Source: an optimization exercise on an open RTL-to-GDS flow (aim: small area, a short achievable clock period and few clock cycles). Production flows keep margins and buffers that such runs may drop.
No functional check of the RTL was part of any run shown here.

==> flow/design.v (outline; a module is shown in full before it is edited, if it fits) <==
// module brv32p_muldiv: 1447 lines
module brv32p_muldiv (
  input  logic        clk,
  input  logic        rst_n,
  input  logic        start,
  input  logic        hold,        
  input  logic [2:0]  op,          
  input  logic [31:0] a,           
  input  logic [31:0] b,           
  output logic [31:0] result,
  output logic        busy,
  output logic        valid        
);
  // ...
==> flow/run.sh <==
#!/bin/bash
# synth_recipe.tcl (not shown) runs the flow's synth.tcl, then flattens the netlist and writes it again
# the make line also repeats each setting of config.mk as NAME=value (left out here)
make -C /OpenROAD-flow-scripts/flow DESIGN_CONFIG=/design/flow/config.mk WORK_HOME=/design/flow/orfs CLKGATE_MAP_FILE= SYNTH_SCRIPT=/design/flow/synth_recipe.tcl finish
==> flow/config.mk <==
export PLATFORM = sky130hd
export DESIGN_NAME = brv32p_muldiv
export DESIGN_NICKNAME = brv32p_muldiv
export VERILOG_FILES = /design/flow/design.v
export SDC_FILE = /design/flow/constraint.sdc
export NUM_CORES = 8
export LEC_CHECK = 0
export CAP_MARGIN = 20
export CORE_MARGIN = 2
export CORE_UTILIZATION = 45
export PLACE_DENSITY = 0.6
export SETUP_SLACK_MARGIN = 4
export SLEW_MARGIN = 20
==> flow/constraint.sdc <==
create_clock -name core_clock -period 16.0 [get_ports {clk}]
set_input_delay 3.2000 -clock core_clock [delete_from_list [all_inputs] [get_ports {clk}]]
set_output_delay 3.2000 -clock core_clock [all_outputs]
set_load 0.01 [all_outputs]
==> impl_metrics.env, run 1 <==
export IMPL_rows=115
export IMPL_yosysTopAreaCell="fa_1"
export IMPL_taps=1287
export IMPL_worstSetupEndpointType="primary output"
export IMPL_inverters=392
export IMPL_synth_top_family_by_area="adder cells"
export IMPL_routedWlPerCell_um=28.8
export IMPL_root_buffer="clkbuf_16"
export IMPL_cts_hold_buf=0
export IMPL_grt_pass1_vias=45100
export IMPL_top_usage_layer="met2"
export IMPL_diodes=4
export IMPL_grt_max_degree=74
export IMPL_post_cts_buffers=217
export IMPL_fin_crit_ns=13.48
export IMPL_min_from="quo_r[27]"
export IMPL_synth_mux_area_frac=0.0162
export IMPL_drive_gt1_frac=0.211
export IMPL_slew_violations=0
export IMPL_place_ws_ns=0.634
export IMPL_cts_tree="yes"
export IMPL_r2r_cells=48
export IMPL_synthArstFlopShare=0.00935
export IMPL_syn_inst=5551
export IMPL_fp_dieH_um=319
export IMPL_status="timing/DRC/antenna clean"
export IMPL_skew_ns=0.0147
export IMPL_multi_input_area_mm2=0.0418
export IMPL_min_path_type="reg -> reg"
export IMPL_clk_pin_slew_worst_paths_ns=0.08
export IMPL_top_layer_used="met5"
export IMPL_dieWidth_um=319
export IMPL_slew_headroom=0.276
==> run 2: changes to the inputs <==
--- a/flow/design.v
+++ b/flow/design.v
@@ -1360,27 +1360,28 @@
   logic is_div_op, div_launch, div_fast;
   assign is_div_op  = op[2];
   assign div_fast   = b_zero | a_lt_b;
   assign div_launch = start && !div_active && is_div_op && !div_fast;
   logic [31:0] rem_n, quo_n, rem_2, quo_2;
   logic [35:0] dv_n;
   always_comb begin
     logic [31:0] rm, qv;
-    logic [35:0] dv, diff;
+    logic [35:0] dv;
+    logic [36:0] diff;
     rm = rem_r;
     dv = dv_r;
     qv = quo_r;
     rem_2 = rem_r;
     quo_2 = quo_r;
     for (int s = 0; s < 4; s++) begin
-      diff = {4'd0, rm} + dv + {35'd0, cin_r};
-      if (!diff[35])
-        rm = diff[31:0];
-      qv = {qv[30:0], ~diff[35]};
+      diff = {4'd0, rm, 1'b1} + {dv, cin_r};
+      if (!diff[36])
+        rm = diff[32:1];
+      qv = {qv[30:0], ~diff[36]};
       dv = {dv[35], dv[35:1]};
       if (s == 1) begin
         rem_2 = rm;
         quo_2 = qv;
       end
     end
     rem_n = rm;
     quo_n = qv;
==> flow/config.mk (replaced) <==
export PLATFORM = sky130hd
export DESIGN_NAME = brv32p_muldiv
export DESIGN_NICKNAME = brv32p_muldiv
export VERILOG_FILES = /design/flow/design.v
export SDC_FILE = /design/flow/constraint.sdc
export NUM_CORES = 8
export LEC_CHECK = 0
export CAP_MARGIN = 20
export CORE_MARGIN = 2
export CORE_UTILIZATION = 45
export PLACE_DENSITY = 0.6
export SETUP_SLACK_MARGIN = 2
export SLEW_MARGIN = 20
==> run 2 against run 1 <==
Still clean. Sequential cell count did not move. First-iteration DRC count grew 4.6%. Global-route usage decreased by 1.1 points. Maximum frequency shrank 3.5%. Via count down 2.2%. Critical path type unchanged. Critical endpoint is now result[29].
==> impl_metrics.env, run 2 <==
export IMPL_skew_ns=0.0233
export IMPL_layout_commonest_cell="xor2_1"
export IMPL_worstSetupEndpointType="primary output"
export IMPL_yosysWarnings=1
export IMPL_grt_pass1_wl_mm=286
export IMPL_fin_crit_sh=0.873
export IMPL_synthTopCellsByCount="503 x xor2_1, 485 x a22oi_1, 464 x fa_1, 418 x nand2_1, 390 x inv_1"
export IMPL_critical_path_max_stage_delay_ns=0.55
export IMPL_slew_headroom=0.162
export IMPL_cts_hold_buf=0
export IMPL_slew_violations=0
export IMPL_startpoint_type="input pin"
export IMPL_r2r_cells=51
export IMPL_reg_top3="dv_r x36, rem_r x32, quo_r x30"
export IMPL_synthesis_area_mm2=0.0442
export IMPL_root_buffer="clkbuf_16"
export IMPL_fmax_ghz=0.0716
export IMPL_hpwl_mm=150
export IMPL_ys_ff_latch=107
export IMPL_syn2layout_area_growth_pct=12.7
export IMPL_ant_nets=0
export IMPL_crit_end="result[29]"
export IMPL_grt_max_degree=73
export IMPL_syn_mean_instance_area_um2=7.99
export IMPL_most_common_layout_cells="497 x xor2_1, 474 x a22oi_1, 442 x fa_1"
export IMPL_status="timing/DRC/antenna clean"
export IMPL_viasPerCell=6.55
export IMPL_core_mm2=0.0970
export IMPL_clock_path_buffers=2
export IMPL_cp_startpoint="op[0]"
export IMPL_ys_flop_type="edfxtp_1"
export IMPL_instances_no_fill=6813
export IMPL_grt_pass1_vias=42700
export IMPL_vias=44600
export IMPL_routedWlPerCell_um=28.5
export IMPL_r2r_end="rem_r[9]"
export IMPL_globalRouteOverflowTotal=0
export IMPL_yosysUniqueCellTypes=99
export IMPL_dieArea_mm2=0.101
export IMPL_synth_nets=6379
export IMPL_syn_inst=5532
export IMPL_synth_area_leaders="fa_1 21%, xor2_1 10%, ha_1 8.8%, a22oi_1 8.2%, xnor2_1 6.6%"
export IMPL_holdPathStages=2
export IMPL_antenna_found_initial=8
export IMPL_dp_cells=6705
export IMPL_r2r_start="cin_r"
export IMPL_maxCapViolations=0
export IMPL_clk_latency_ns=0.41
export IMPL_synth_edf_count=76
export IMPL_critical_path_class="in -> out"
export IMPL_firstDrtPassIters=7
export IMPL_setup_tns_ns=0
export IMPL_yosysTopAreaCell="fa_1"
export IMPL_synthArstFlopShare=0.00935
export IMPL_synth_top_area_share=0.210
export IMPL_globalRouteTotalUtil=0.372
export IMPL_min_path_type="reg -> reg"
export IMPL_regMostFlops="dv_r"
export IMPL_cts_tree="yes"
export IMPL_fin_crit_ns=13.98
export IMPL_critPathArrivalTime_ns=10.78
export IMPL_h_tree_depth=3
export IMPL_io_pin_count=105
export IMPL_worstPathMaxFanout=8
export IMPL_drc_errors=0
export IMPL_rows=114
export IMPL_cts_sinks=107
export IMPL_clk_pin_slew_worst_paths_ns=0.09
export IMPL_finalSetupViolCount=0
export IMPL_port_buffer_count=104
export IMPL_r2r_slack_ns=2.73
export IMPL_dr_first_iter_drc_count=5724
export IMPL_numCtsBuffers=9
export IMPL_crit_slowest_cell="fa_1"
export IMPL_dieWidth_um=317
export IMPL_place_gp_congestion=1.02
export IMPL_grt_setup_unrepaired="yes"
export IMPL_synth_most_common_cell="xor2_1"
export IMPL_wirelength_mm=194
export IMPL_worstPathRequired_ns=12.80
export IMPL_fp_dieH_um=317
export IMPL_synth_seq_area_share=0.0658
export IMPL_finalNetCount=6375
export IMPL_worstMarginPinSlew_ns=1.25
export IMPL_drive_gt1_frac=0.127
export IMPL_largest_reg_flops=36
export IMPL_start_util=0.456
export IMPL_finalHoldViolations=0
## run 2: cell count changes after synthesis, sizes merged, moves of 19 or more
cell,delta
mux2,-20
nor2,+50
a21oi,+22
or2,+19
nor2b,-20
buf,-27
nand2,-37
## run 2: cells by family after synthesis
group | after synthesis | share of synthesized area
AOI/OAI and AO/OA | 1662 | 0.254
and+or+nand+nor | 1249 | 0.132
buffers and inverters | 851 | 0.0723
xor gates and xnor gates | 834 | 0.165
adders and majority gates | 776 | 0.298
DFF | 107 | 0.0658
muxes | 52 | 0.0123
other | 1 | 0.0000848
## run 2: what timing repair did
item	in CTS	in global routing
gates resized for setup	234	187
cloned	3	4
setup endpoints to repair	50	65
setup buffers	51	30
pin swaps	41	69
hold endpoints to repair	0	0
## run 2: through the flow
| stage | hold WS [ns] | util | area (um^2) | worst slack, ns |
|---|---|---|---|---|
| 3_5_place_dp | 0.448 | 0.486 | 47100 | 0.343 |
| 2_1_floorplan | 0.429 | - | 44200 | 2.68 |
| 4_1_cts | 0.462 | 0.504 | 48900 | 1.89 |
| 5_1_grt | 0.490 | 0.514 | 49900 | 1.85 |
| 6_report | 0.462 | 0.514 | 49900 | 2.02 |
| 3_3_place_gp | 0.442 | 0.486 | 47100 | 0.404 |
## run 2: worst max-delay path, delay by kind of cell
family / cells / cell delay (ns)
adders and majority gates: 8 / 3.51
buffers and inverters: 9 / 1.47
AOI/OAI and AO/OA: 8 / 1.25
and+or+nand+nor: 6 / 1.12
muxes: 1 / 0.20
## run 2: worst min-delay path by stage
stage / slack (ns) / end / startpoint
global placement: 0.44 / quo_r[26] / quo_r[26]
floorplan: 0.43 / quo_r[26] / quo_r[26]
detailed placement: 0.45 / quo_r[28] / quo_r[28]
CTS: 0.46 / quo_r[28] / quo_r[28]
finish: 0.46 / quo_r[28] / quo_r[28]
global route: 0.49 / quo_r[28] / quo_r[24]
## run 2: layer usage
metal  track usage  up-vias  wire length, um
met4         0.161        4             9730
li1              -    19400                -
met3        0.0987      466            24700
met5             0        -               23
met1         0.520    21900            79500
met2         0.539     2799            80000
## run 2: cell type report
type                    count  area, um^2
well taps                1276        1600
clock inverters             6        50.0
inverters                 396        1490
multi-input cells        4575       39700
fillers                  9450       47100
diodes                      4        10.0
flip-flops and latches    107        2910
repair buffers            439        3900
clock buffers              10         229
==> run 3: changes to the inputs <==
==> flow/flow/run.sh (new file) <==
#!/bin/bash
# Own flow: the standard layout, except that the synthesis maps the logic
# with an area-oriented ABC script (flow/abc_area.script) in place of ORFS's
# speed script. Everything else, registers included, is the standard synthesis:
# the same synth_recipe.tcl and ORFS synth.tcl, with only the abc call's script
# swapped. Timing is then repaired by the standard placement and CTS steps.
set -euo pipefail
W=$(pwd)
FLOWDIR=$(cd "$(dirname "${BASH_SOURCE[0]}")" && pwd)

# ORFS synth.tcl with the abc script replaced
sed "s#log_cmd abc {\*}\$abc_args#log_cmd abc {*}[lreplace \$abc_args 0 1 -script $FLOWDIR/abc_area.script]#" \
  "$FLOW_HOME/scripts/synth.tcl" > "$W/own_synth_body.tcl"
grep -q "abc_area.script" "$W/own_synth_body.tcl"
sed "s#source \$::env(SCRIPTS_DIR)/synth.tcl#source $W/own_synth_body.tcl#" \
  "$W/synth_recipe.tcl" > "$W/own_synth.tcl"
grep -q "own_synth_body.tcl" "$W/own_synth.tcl"

# standard.sh with the synthesis script swapped, for the synthesis step only
sed "s#SYNTH_SCRIPT=[^ ]*#SYNTH_SCRIPT=$W/own_synth.tcl#" "$W/standard.sh" > "$W/own_standard.sh"
grep -q "own_synth.tcl" "$W/own_standard.sh"

bash "$W/own_standard.sh" synth > "$W/synth_make.log" 2>&1
bash "$W/standard.sh" finish > "$W/finish_make.log" 2>&1
test -f "$W/out/final.def"
==> flow/flow/abc_area.script (new file) <==
strash
dch
map -a
topo
stime -c
==> flow/standard.sh (new file) <==
#!/bin/bash
# synth_recipe.tcl (not shown) runs the flow's synth.tcl, then flattens the netlist and writes it again
# the make line also repeats each setting of config.mk as NAME=value (left out here)
make -C /OpenROAD-flow-scripts/flow DESIGN_CONFIG=/design/flow/config.mk WORK_HOME=/design/flow/orfs CLKGATE_MAP_FILE= SYNTH_SCRIPT=/design/flow/synth_recipe.tcl "${@:-finish}"
removed: flow/run.sh
==> run 3 against run 2 <==
Area after synthesis shrank 9.7%. Design area shrank 5.1%. Sequential share of layout area grew 0.31 points. Cell count grew 0.60%. Global-route usage grew 3.8 points. Core utilization grew 2.2 points. Die area shrank 9.5%. Clock skew shrank 0.013 ns.
==> impl_metrics.env, run 3 <==
export IMPL_status="timing/DRC/antenna clean"
export IMPL_cts_hold_buf=0
export IMPL_finalNetCount=6527
export IMPL_port_buffer_count=104
export IMPL_syn2layout_area_growth_pct=18.5
export IMPL_path_depth=30
export IMPL_setup_tns_ns=0
export IMPL_regMostFlops="dv_r"
export IMPL_r2r_start="cin_r"
export IMPL_fin_crit_sh=0.871
export IMPL_min_from="quo_r[27]"
export IMPL_grt_pass1_wl_mm=277
export IMPL_cts_tree="yes"
export IMPL_dr_first_iter_drc_count=4968
export IMPL_place_ws_ns=0.415
export IMPL_worstPathMaxFanout=9
export IMPL_antenna_found_initial=11
export IMPL_fin_crit_ns=13.94
export IMPL_worstMarginPinSlew_ns=1.19
export IMPL_r2r_end="rem_r[18]"
export IMPL_syn_mean_instance_area_um2=7.66
export IMPL_yosysTopAreaCell="fa_1"
export IMPL_hold_slack_ns=0.465
export IMPL_yosysWarnings=1
export IMPL_firstDrtPassIters=8
export IMPL_clk_pin_slew_worst_paths_ns=0.09
export IMPL_ys_ff_latch=107
export IMPL_worstPathRequired_ns=12.80
export IMPL_synthesis_area_mm2=0.0399
export IMPL_io_pin_count=105
export IMPL_dp_cells=6744
export IMPL_place_gp_congestion=1.07
export IMPL_synth_seq_area_share=0.0728
export IMPL_wirelength_mm=192
export IMPL_slew_violations=0
export IMPL_viasPerCell=6.29
export IMPL_numCtsBuffers=9
export IMPL_synthArstFlopShare=0.00935
export IMPL_startpoint_type="input pin"
export IMPL_r2r_cells=90
export IMPL_grt_pass1_vias=42400
export IMPL_skew_ns=0.0100
export IMPL_root_buffer="clkbuf_16"
export IMPL_synth_nets=6061
export IMPL_utilization=0.536
export IMPL_clk_latency_ns=0.39
export IMPL_crit_end="result[4]"
export IMPL_dieArea_mm2=0.0912
export IMPL_ys_flop_type="edfxtp_1"
export IMPL_final_setup_worst_slack_ns=2.06
export IMPL_cpLargestDelayFamily="adder cells"
export IMPL_critical_path_class="in -> out"
export IMPL_final_cell_area_mm2=0.0473
export IMPL_dieWidth_um=302
export IMPL_synth_edf_count=76
export IMPL_synth_most_common_cell="clkinv_1"
export IMPL_synth_area_leaders="fa_1 23%, xor2_1 16%, ha_1 9.8%, o22ai_1 9.2%, clkinv_1 7.5%"
export IMPL_finalSetupViolCount=0
export IMPL_drive_gt1_frac=0.129
export IMPL_instances_no_fill=6854
export IMPL_synthTopCellsByCount="800 x clkinv_1, 728 x xor2_1, 586 x o22ai_1, 516 x nand2_1, 464 x fa_1"
export IMPL_place_area_mm2=0.0446
export IMPL_crit_slowest_cell="clkdlybuf4s50_1"
export IMPL_fill_cells=8659
export IMPL_synth_top_area_share=0.233
export IMPL_min_path_type="reg -> reg"
export IMPL_grt_setup_unrepaired="yes"
export IMPL_layout_commonest_cell="xor2_1"
export IMPL_largest_reg_flops=36
export IMPL_drc_errors=0
export IMPL_clock_path_buffers=2
export IMPL_slew_headroom=0.199
export IMPL_start_util=0.453
export IMPL_r2r_slack_ns=2.90
export IMPL_cts_sinks=107
export IMPL_critical_path_max_stage_delay_ns=0.67
export IMPL_globalRouteOverflowTotal=0
export IMPL_h_tree_depth=3
export IMPL_core_mm2=0.0882
export IMPL_globalRouteTotalUtil=0.410
export IMPL_rows=109
export IMPL_ant_nets=0
export IMPL_worstSetupEndpointType="primary output"
export IMPL_cpMostUsedCell="clkinv_1"
export IMPL_syn_inst=5214
export IMPL_fp_dieH_um=302
export IMPL_critPathArrivalTime_ns=10.74
export IMPL_yosysUniqueCellTypes=47
export IMPL_critical_path_buf_inv_count=12
export IMPL_most_common_layout_cells="719 x xor2_1, 715 x clkinv_1, 569 x o22ai_1"
export IMPL_fmax_ghz=0.0717
export IMPL_maxCapViolations=0
export IMPL_grt_max_degree=62
export IMPL_cp_startpoint="b[2]"
export IMPL_finalHoldViolations=0
export IMPL_vias=43100
export IMPL_reg_top3="dv_r x36, rem_r x32, quo_r x30"
export IMPL_routedWlPerCell_um=28.0
export IMPL_hpwl_mm=150
[run 3: cell count changes after synthesis, sizes merged, moves of 300 or more]
cell	delta
clkinv	+795
o22ai	+561
a22oi	-468
inv	-391
clkbuf	-381
xnor2	-300
[run 3: logic make-up (layout without fill, tap and decap cells)]
group	after synthesis	in the layout	share of synthesized area
buffers and inverters	801	1271	0.0753
AO/OA/AOI/OAI	1609	1609	0.235
adder cells (fa/ha/maj)	776	776	0.330
AND/OR/NAND/NOR	1161	1162	0.120
flip-flops	107	107	0.0728
other	1	5	0.0000939
XOR/XNOR	759	759	0.166
[run 3: worst register-to-register path: cells and delay by family, from the launching register on]
kind,cells,cell delay (ns)
AND/OR/NAND/NOR,46,4.77
AO/OA/AOI/OAI,24,4.00
buffers and inverters,16,2.12
adder cells (fa/ha/maj),4,1.57
flip-flops,1,0.44
[run 3: worst min-delay path by stage]
stage	end	slack, ns	cells past startpoint
global route	quo_r[27]	0.50	2
global placement	quo_r[26]	0.44	2
floorplan	quo_r[26]	0.43	2
detailed placement	quo_r[26]	0.45	2
CTS	quo_r[26]	0.47	2
finish	quo_r[27]	0.46	2
[run 3: routing by layer]
metal	up-vias	routed length [um]	GRT usage
li1	19100	-	-
met1	20800	70600	0.504
met2	2515	83900	0.644
met3	626	20000	0.0776
met4	16	17200	0.301
met5	-	105	0
[run 3: what timing repair did]
item / 4_1_cts / 5_1_grt
setup endpoints to repair: 65 / 66
pin swaps: 28 / 63
gates cloned: 2 / 7
gates resized for setup: 358 / 308
buffers inserted: 40 / 41
[run 3: layout make-up]
cell class	count	area, um^2	area share
Timing Repair inverter	4	21.3	0.000449
Antenna cell	4	10.0	0.000211
Tap cell	1165	1460	0.0308
Clock buffer	9	225	0.00476
Timing Repair Buffer	451	4070	0.0859
Inverter	800	3240	0.0685
Clock inverter	7	81.3	0.00172
Sequential cell	107	2910	0.0614
Multi-Input combinational cell	4307	35300	0.746
==> run 4: changes to the inputs <==
--- a/flow/config.mk
+++ b/flow/config.mk
@@ -9,5 +9,5 @@
 export CORE_MARGIN = 2
 export CORE_UTILIZATION = 45
 export PLACE_DENSITY = 0.6
-export SETUP_SLACK_MARGIN = 2
+export SETUP_SLACK_MARGIN = 3
 export SLEW_MARGIN = 20
==> run 4 against run 3 <==
Area after synthesis did not move. Sequential share of layout area fell by 0.61 points. Die area stayed put. Core utilization up 5.9 points. Global-route usage grew 3.5 points. Still clean. Design area rose by 11%. Clock-buffer cell count unchanged. Via count is 5.9% higher. Register-to-register slack gained 0.69 ns. Cell count grew 2.5%. Worst setup slack improved by 0.59 ns.
==> impl_metrics.env, run 4 <==
export IMPL_status="timing/DRC/antenna clean"
export IMPL_grt_max_degree=85
export IMPL_fill_cells=8007
export IMPL_syn_mean_instance_area_um2=7.66
export IMPL_io_pin_count=105
export IMPL_ant_nets=0
export IMPL_yosysUniqueCellTypes=47
export IMPL_clk_pin_slew_worst_paths_ns=0.09
export IMPL_fmax_ghz=0.0749
export IMPL_min_from="quo_r[26]"
export IMPL_synthArstFlopShare=0.00935
export IMPL_skew_ns=0.0176
export IMPL_synth_top_area_share=0.233
export IMPL_fin_crit_ns=13.35
export IMPL_finalHoldViolations=0
export IMPL_globalRouteTotalUtil=0.445
export IMPL_ys_ff_latch=107
export IMPL_grt_setup_unrepaired="yes"
export IMPL_worstSetupEndpointType="primary output"
export IMPL_critical_path_class="in -> out"
export IMPL_fp_dieH_um=302
export IMPL_h_tree_depth=3
export IMPL_cts_sinks=107
export IMPL_holdPathStages=2
export IMPL_vias=45700
export IMPL_r2r_cells=106
export IMPL_r2r_end="rem_r[24]"
export IMPL_wl_met2_mm=88.2
export IMPL_crit_slowest_cell="fa_2"
export IMPL_grt_pass1_vias=44600
export IMPL_r2r_slack_ns=3.59
export IMPL_routedWlPerCell_um=29.7
export IMPL_critical_path_max_stage_delay_ns=0.64
export IMPL_dr_first_iter_drc_count=5655
export IMPL_setup_tns_ns=0
export IMPL_start_util=0.453
export IMPL_wirelength_mm=209
export IMPL_final_cell_area_mm2=0.0525
export IMPL_synthTopCellsByCount="800 x clkinv_1, 728 x xor2_1, 586 x o22ai_1, 516 x nand2_1, 464 x fa_1"
export IMPL_synth_nets=6061
export IMPL_wl_met1_mm=73.6
export IMPL_fin_crit_sh=0.834
export IMPL_worstMarginPinSlew_ns=1.32
export IMPL_worst_hold_path_endpoint="quo_r[26]"
export IMPL_cts_hold_buf=0
export IMPL_critPathArrivalTime_ns=10.15
export IMPL_top_layer_used="met5"
export IMPL_regMostFlops="dv_r"
export IMPL_synth_edf_count=76
export IMPL_synthesis_area_mm2=0.0399
export IMPL_finalNetCount=6694
export IMPL_core_mm2=0.0882
export IMPL_maxCapViolations=0
export IMPL_synth_most_common_cell="clkinv_1"
export IMPL_reg_top3="dv_r x36, rem_r x32, quo_r x30"
export IMPL_dieWidth_um=302
export IMPL_slew_headroom=0.108
export IMPL_port_buffer_count=104
export IMPL_rows=109
export IMPL_routed_wl_met3_mm=25.7
export IMPL_hold_slack_ns=0.457
export IMPL_slew_violations=0
export IMPL_largest_reg_flops=36
export IMPL_layout_commonest_cell="xor2_1"
export IMPL_numCtsBuffers=9
export IMPL_drc_errors=0
export IMPL_ys_flop_type="edfxtp_1"
export IMPL_synth_area_leaders="fa_1 23%, xor2_1 16%, ha_1 9.8%, o22ai_1 9.2%, clkinv_1 7.5%"
export IMPL_synth_seq_area_share=0.0728
export IMPL_viasPerCell=6.50
export IMPL_place_area_mm2=0.0444
export IMPL_yosysWarnings=1
export IMPL_firstDrtPassIters=6
export IMPL_clk_latency_ns=0.39
export IMPL_antenna_found_initial=13
export IMPL_most_common_layout_cells="708 x xor2_1, 609 x clkinv_1, 528 x o22ai_1"
export IMPL_yosysTopAreaCell="fa_1"
export IMPL_worstPathRequired_ns=12.80
export IMPL_finalSetupViolCount=0
export IMPL_globalRouteOverflowTotal=0
export IMPL_clock_path_buffers=2
export IMPL_startpoint_type="input pin"
export IMPL_hpwl_mm=148
export IMPL_syn2layout_area_growth_pct=31.5
export IMPL_root_buffer="clkbuf_16"
export IMPL_r2r_start="rem_r[0]"
export IMPL_cts_tree="yes"
export IMPL_worstPathMaxFanout=21
export IMPL_min_path_type="reg -> reg"
export IMPL_place_gp_congestion=1.12
export IMPL_syn_inst=5214
export IMPL_grt_pass1_wl_mm=298
export IMPL_dieArea_mm2=0.0912
export IMPL_drive_gt1_frac=0.243
run 4: cell counts after synthesis:
Identical to the previous run, type by type.
run 4: how the worst max path moves through the flow:
| stage | from | endpoint | slack, ns | cells after the start |
|---|---|---|---|---|
| 2_1_floorplan | b[1] | result[30] | 3.01 | 29 |
| 3_5_place_dp | cin_r | result[24] | 0.68 | 63 |
| 3_3_place_gp | cin_r | result[24] | 0.69 | 63 |
| 4_1_cts | b[1] | result[24] | 2.71 | 42 |
| 6_report | a[21] | result[6] | 2.65 | 26 |
| 5_1_grt | b[3] | result[30] | 2.50 | 32 |
run 4: critical path, delay by kind of cell:
| kind | cells | cell delay (ns) |
|---|---|---|
| simple gates | 2 | 0.21 |
| fa+ha+maj | 7 | 3.32 |
| xor+xnor | 1 | 0.20 |
| buf+inv | 9 | 1.55 |
| compound gates | 7 | 1.63 |
run 4: logic make-up after synthesis:
kind of cell	Yosys count	synth area share
XOR/XNOR	759	0.166
flip-flops	107	0.0728
AND/OR/NAND/NOR	1161	0.120
buffers and inverters	801	0.0753
AO/OA/AOI/OAI	1609	0.235
other	1	0.0000939
adder cells (fa/ha/maj)	776	0.330
run 4: routing by layer:
| metal | track usage | up-vias |
|---|---|---|
| met2 | 0.673 | 3157 |
| met1 | 0.523 | 22000 |
| met4 | 0.358 | 10 |
| li1 | - | 19500 |
| met5 | 0 | - |
| met3 | 0.139 | 1039 |
run 4: cell type report:
cell class	instances	area, um^2	share of cell area
Timing Repair inverter	8	75.1	0.00143
Tap cell	1165	1460	0.0278
Clock buffer	9	225	0.00429
Inverter	800	3680	0.0700
Timing Repair Buffer	614	6060	0.115
Antenna cell	7	17.5	0.000334
Sequential cell	107	2910	0.0554
Multi-Input combinational cell	4307	38000	0.724
Clock inverter	7	88.8	0.00169
run 4: repair_timing:
item                                     CTS  global route
gates cloned                              23             5
gates resized for setup                 1273           412
pin swaps                                281           250
endpoints found under the setup margin    92            99
buffers inserted                         189            87
run 4: stage by stage:
stage | setup WS, ns | utilization | std cells
after floorplan | 3.01 | - | 5214
after global placement | 0.694 | 0.503 | 6696
after detailed placement | 0.680 | 0.503 | 6696
after CTS | 2.71 | 0.568 | 6924
after global routing | 2.50 | 0.595 | 7018
final | 2.65 | 0.595 | 7024

[what the ideal ports hide]
How much do the figures lean on ideal ports? The routed layouts below were timed once more, with nothing changed but the port constraints.
Step 1: set_driving_cell puts a clkbuf_16 on clk and a buf_2 on each other input, an assumption about the parent block.
Step 2, shift: input delay + t, output delay - t, t = (earliest + latest rising clock arrival at the registers) / 2. This alone moves slack from input paths to output paths.
Slacks: ideal ports / drivers / drivers and shift; pairs: ideal ports / drivers.
run | shift t [ns] | setup slack, ns | cell pins on the clock port's net
run 1 | 0.452 | 2.521 / 2.457 / 2.457 | 1
run 2 | 0.474 | 2.025 / 2.001 / 2.001 | 1
run 3 | 0.435 | 2.061 / 1.998 / 1.998 | 1
run 4 | 0.436 | 2.652 / 2.549 / 2.549 | 1
After both steps every run listed still meets setup and hold. For run 4, which loses most, drivers alone change the setup slack by -0.103 ns; drivers and shift together by -0.103 ns.
